From an optimization exercise on the open Yosys and OpenROAD flow, aimed at small area; shortcuts taken in it are not production practice. RTL that was checked went through simulation tests only; none was proved equivalent to the original. Power is estimated from default activity; no workload was simulated.

run 1:
Design air_defense_top, start of the top module:
module air_defense_top (
    input  wire         clk,
    input  wire         reset_n,
    input  wire [47:0]  data_in,
    input  wire         data_in_valid,
    output wire         in_ready,
    output wire [15:0]  x_curr,
    output wire [15:0]  y_curr,
    output wire [15:0]  z_curr,
    output wire [15:0]  x_pred,
    output wire [15:0]  y_pred,
    output wire [15:0]  z_pred,
    output wire         track_valid,
    input  wire         track_ready,
    output wire         target_moving,
    output wire         lock_active,
    output wire         fire_pulse
);
    reg         p_valid, p_pass;
    reg  [3:0]  pd_x, pd_y, pd_z;       
    reg         c_valid;
    reg  [3:0]  cd_x, cd_y, cd_z;       
    reg         a_valid;
    reg  [15:0] a_x, a_y, a_z;          
    reg  [2:0]  lock_cnt;               
    reg  [2:0]  st;                     
    reg  [15:0] tmo;
    reg         t_valid;
    reg  [15:0] t_x, t_y, t_z;          
    reg  [15:0] v_x, v_y, v_z;          
    reg  [15:0] q_x, q_y, q_z;          
    reg         win;                    
    reg         mv;                     
    reg         armed, fire;
    wire la = st[2];
    function [2:0] add2(input [1:0] a, input [1:0] b, input ci);
        integer i;
        reg c;
        begin
            c = ci;
            for (i = 0; i < 2; i = i + 1) begin
  ...
Settings: LEC_CHECK=0, CAP_MARGIN=20, CORE_MARGIN=2, CORE_UTILIZATION=80, PLACE_DENSITY=0.85, SLEW_MARGIN=20; clock period 6.5 ns.
standard.sh (not shown) runs the stock make flow with config.mk's settings and CLKGATE_MAP_FILE= SYNTH_SCRIPT=/design/flow/synth_recipe.tcl, a recipe that flattens the netlist after the stock synthesis.
==> flow/flow/run.sh <==
#!/bin/bash
# Standard layout (the standard.sh) with:
#  - an area-recovering ABC script for the synthesis's logic mapping (the
#    flow's scripts are copied and only abc_speed.script is replaced; the
#    flip-flops, mapped before ABC, are untouched),
#  - one-site port buffers (buf_1),
#  - a clock tree of clkbuf_8 without dummy loads.
set -euo pipefail
cp -r "$FLOW_HOME/scripts" ./scripts
cp flow/abc_area_recover.script ./scripts/abc_speed.script
export SCRIPTS_DIR="$PWD/scripts"
export BUFFER_PORTS_ARGS="-buffer_cell sky130_fd_sc_hd__buf_1"
export CTS_ARGS="-sink_clustering_enable -repair_clock_nets -dont_use_dummy_load -sink_clustering_size 16 -sink_clustering_max_diameter 45 -buf_list {sky130_fd_sc_hd__clkbuf_8}"
bash standard.sh > standard.log 2>&1
==> flow/flow/abc_area_recover.script <==
&get -n
&st
&syn2
&dch
&nf -R 20
&put
[flow] run 1 | stages: complete | final checks: fail | reason: negative setup slack
Modified inputs, run 2 compared to run 1
diff --git a/flow/design.v b/flow/design.v
--- a/flow/design.v
+++ b/flow/design.v
@@ -167,36 +167,40 @@
         end
     endfunction
     wire [16:0] dc_x = dcalc(a_x, t_x, cd_x);
     wire [16:0] dc_y = dcalc(a_y, t_y, cd_y);
     wire [16:0] dc_z = dcalc(a_z, t_z, cd_z);
     wire mv_next = dc_x[16] | dc_y[16] | dc_z[16];
     wire [15:0] ad_x = a_valid ? v_x : {{12{cd_x[3]}}, cd_x};
     wire [15:0] ad_y = a_valid ? v_y : {{12{cd_y[3]}}, cd_y};
     wire [15:0] ad_z = a_valid ? v_z : {{12{cd_z[3]}}, cd_z};
-    function [16:0] sadd(input [15:0] a, input [15:0] b);
+    function [15:0] sadd(input [15:0] a, input [15:0] b);
         reg [14:0] lo;
         reg [2:0]  h0, h1;
         begin
             lo = add14(a[13:0], b[13:0], 1'b0);
             h0 = add2(a[15:14], b[15:14], 1'b0);
             h1 = add2(a[15:14], b[15:14], 1'b1);
-            sadd = {lo[14] ? h1 : h0, lo[13:0]};
+            sadd = {lo[14] ? h1[1:0] : h0[1:0], lo[13:0]};
         end
     endfunction
-    wire [16:0] s_x = sadd(a_x, ad_x);
-    wire [16:0] s_y = sadd(a_y, ad_y);
-    wire [16:0] s_z = sadd(a_z, ad_z);
-    function winf(input [15:0] v, input c);
-        winf = ((v[15:2] == 14'd0) & ~c) |
-               ((v[15:2] == 14'h3fff) & (v[1:0] != 2'd0) & c);
+    wire [15:0] s_x = sadd(a_x, ad_x);
+    wire [15:0] s_y = sadd(a_y, ad_y);
+    wire [15:0] s_z = sadd(a_z, ad_z);
+    function winf(input [15:0] a, input [15:0] v);
+        reg c2;
+        begin
+            c2 = (a[1] & v[1]) | ((a[1] | v[1]) & a[0] & v[0]);
+            winf = ((v[15:2] == 14'd0) & ~((a[15:2] == 14'h3fff) & c2)) |
+                   ((v[15:2] == 14'h3fff) & (v[1:0] != 2'd0) & ((a[15:2] != 14'd0) | c2));
+        end
     endfunction
-    wire win_next = winf(v_x, s_x[16]) & winf(v_y, s_y[16]) & winf(v_z, s_z[16]);
+    wire win_next = winf(a_x, v_x) & winf(a_y, v_y) & winf(a_z, v_z);
     wire found   = lock_cnt[2];
     wire locked  = (st == 3'b011) | (st == 3'b100);
     wire timeout = (tmo == 16'h290f);
     wire [15:0] tmo_step = {tmo[14:0], ~(tmo[15] ^ tmo[14] ^ tmo[12] ^ tmo[3])};
     reg [2:0] st_n;
     always @(*) begin
         case (st)
             3'b000:  st_n = found ? 3'b001 : 3'b000;
             3'b001:  st_n = found ? 3'b010 : 3'b000;
@@ -255,42 +259,42 @@
                     cd_x    <= pd_x;
                     cd_y    <= pd_y;
                     cd_z    <= pd_z;
                 end
             end else if (a_take) begin
                 c_valid <= 1'b0;
             end
             if (a_take) begin
                 a_valid <= 1'b1;
-                a_x     <= s_x[15:0];
-                a_y     <= s_y[15:0];
-                a_z     <= s_z[15:0];
+                a_x     <= s_x;
+                a_y     <= s_y;
+                a_z     <= s_z;
                 if (near3) begin
                     if (!lock_cnt[2]) lock_cnt <= lock_cnt + 3'd1;
                 end else begin
                     lock_cnt <= 3'd0;
                 end
             end else if (a_drop) begin
                 a_valid <= 1'b0;
             end
             st  <= st_n;
             tmo <= (locked & ~a_valid) ? tmo_step : 16'd0;
             if (t_take) begin
                 t_valid <= 1'b1;
                 t_x     <= a_x;
                 t_y     <= a_y;
                 t_z     <= a_z;
                 v_x     <= dc_x[15:0];
                 v_y     <= dc_y[15:0];
                 v_z     <= dc_z[15:0];
-                q_x     <= s_x[15:0];
-                q_y     <= s_y[15:0];
-                q_z     <= s_z[15:0];
+                q_x     <= s_x;
+                q_y     <= s_y;
+                q_z     <= s_z;
                 win     <= win_next;
             end else if (t_valid && track_ready) begin
                 t_valid <= 1'b0;
             end
             if (a_take)
                 mv <= mv_next;
             else if (t_take)
                 mv <= 1'b0;
             fire  <= fire_now;
Results
The final layout from run 2, which completed every stage, passed the timing, DRC and antenna checks at the end of the flow. Lower area of the multi-input gates was reported by run 1, not run 2. Per the comparison of run 2 with run 1, clock network fraction of total power fell 1.6 points; switching power went down by 2.6%; total half-perimeter wirelength after legalization and detailed placement shows an increase of about 4.5%; depth of the critical timing path with buffers and inverters included shrank by 3. The portion of total power attributed to combinational logic of run 1 and that of run 2 are within noise of each other. Total power of run 2 is lower than that of run 1. Relative to run 1, the worst IR drop on VDD measured on run 2 has increased slightly. Taking run 1 as the reference point, the total of endpoints with negative setup slack in the final report of run 2 falls by 6. Final standard cell utilization of the core was lower in the run labelled run 2. Summary — routed wire length, run 2 relative to run 1: higher, by 1.2%. Taking run 1 as the reference, in run 2 worst setup slack increased by 0.57 ns relative to the old numbers, sequential element share of the synthesized area decreased by 0.72 points relative to the old numbers.
The RTL of run 1 was laid out without a check of its function.

## separate check: timing with driven ports
In the flow no input, the clock included, has a driving cell. The finished layouts below were timed again as built, in two steps. Step 1 (the two cells are an assumption about what drives the block):
set clk [get_ports {clk}]
set_driving_cell -lib_cell sky130_fd_sc_hd__clkbuf_16 $clk
set_driving_cell -lib_cell sky130_fd_sc_hd__buf_2 [delete_from_list [all_inputs] $clk]
Step 2 times the ports against the registers' clock, not the clock port: input delays grow and output delays shrink by t, the midpoint of the rising clock arrivals with the driver on. a / b / c = no drivers / after step 1 / after step 2; a / b = the first two.
| run | t (ns) | slack for setup (ns) | worst setup path at the end | latest minus earliest clock arrival (ns) |
|---|---|---|---|---|
| run 1 | 0.629 | -0.416 / -0.416 / -0.416 | register to register | 0.047 / 0.047 |
| run 2 | 0.617 | 0.157 / 0.157 / 0.070 | input to register | 0.063 / 0.063 |
The setup slack of run 2, which loses most, moves by 0.000 ns with the drivers and by -0.087 ns with both steps.
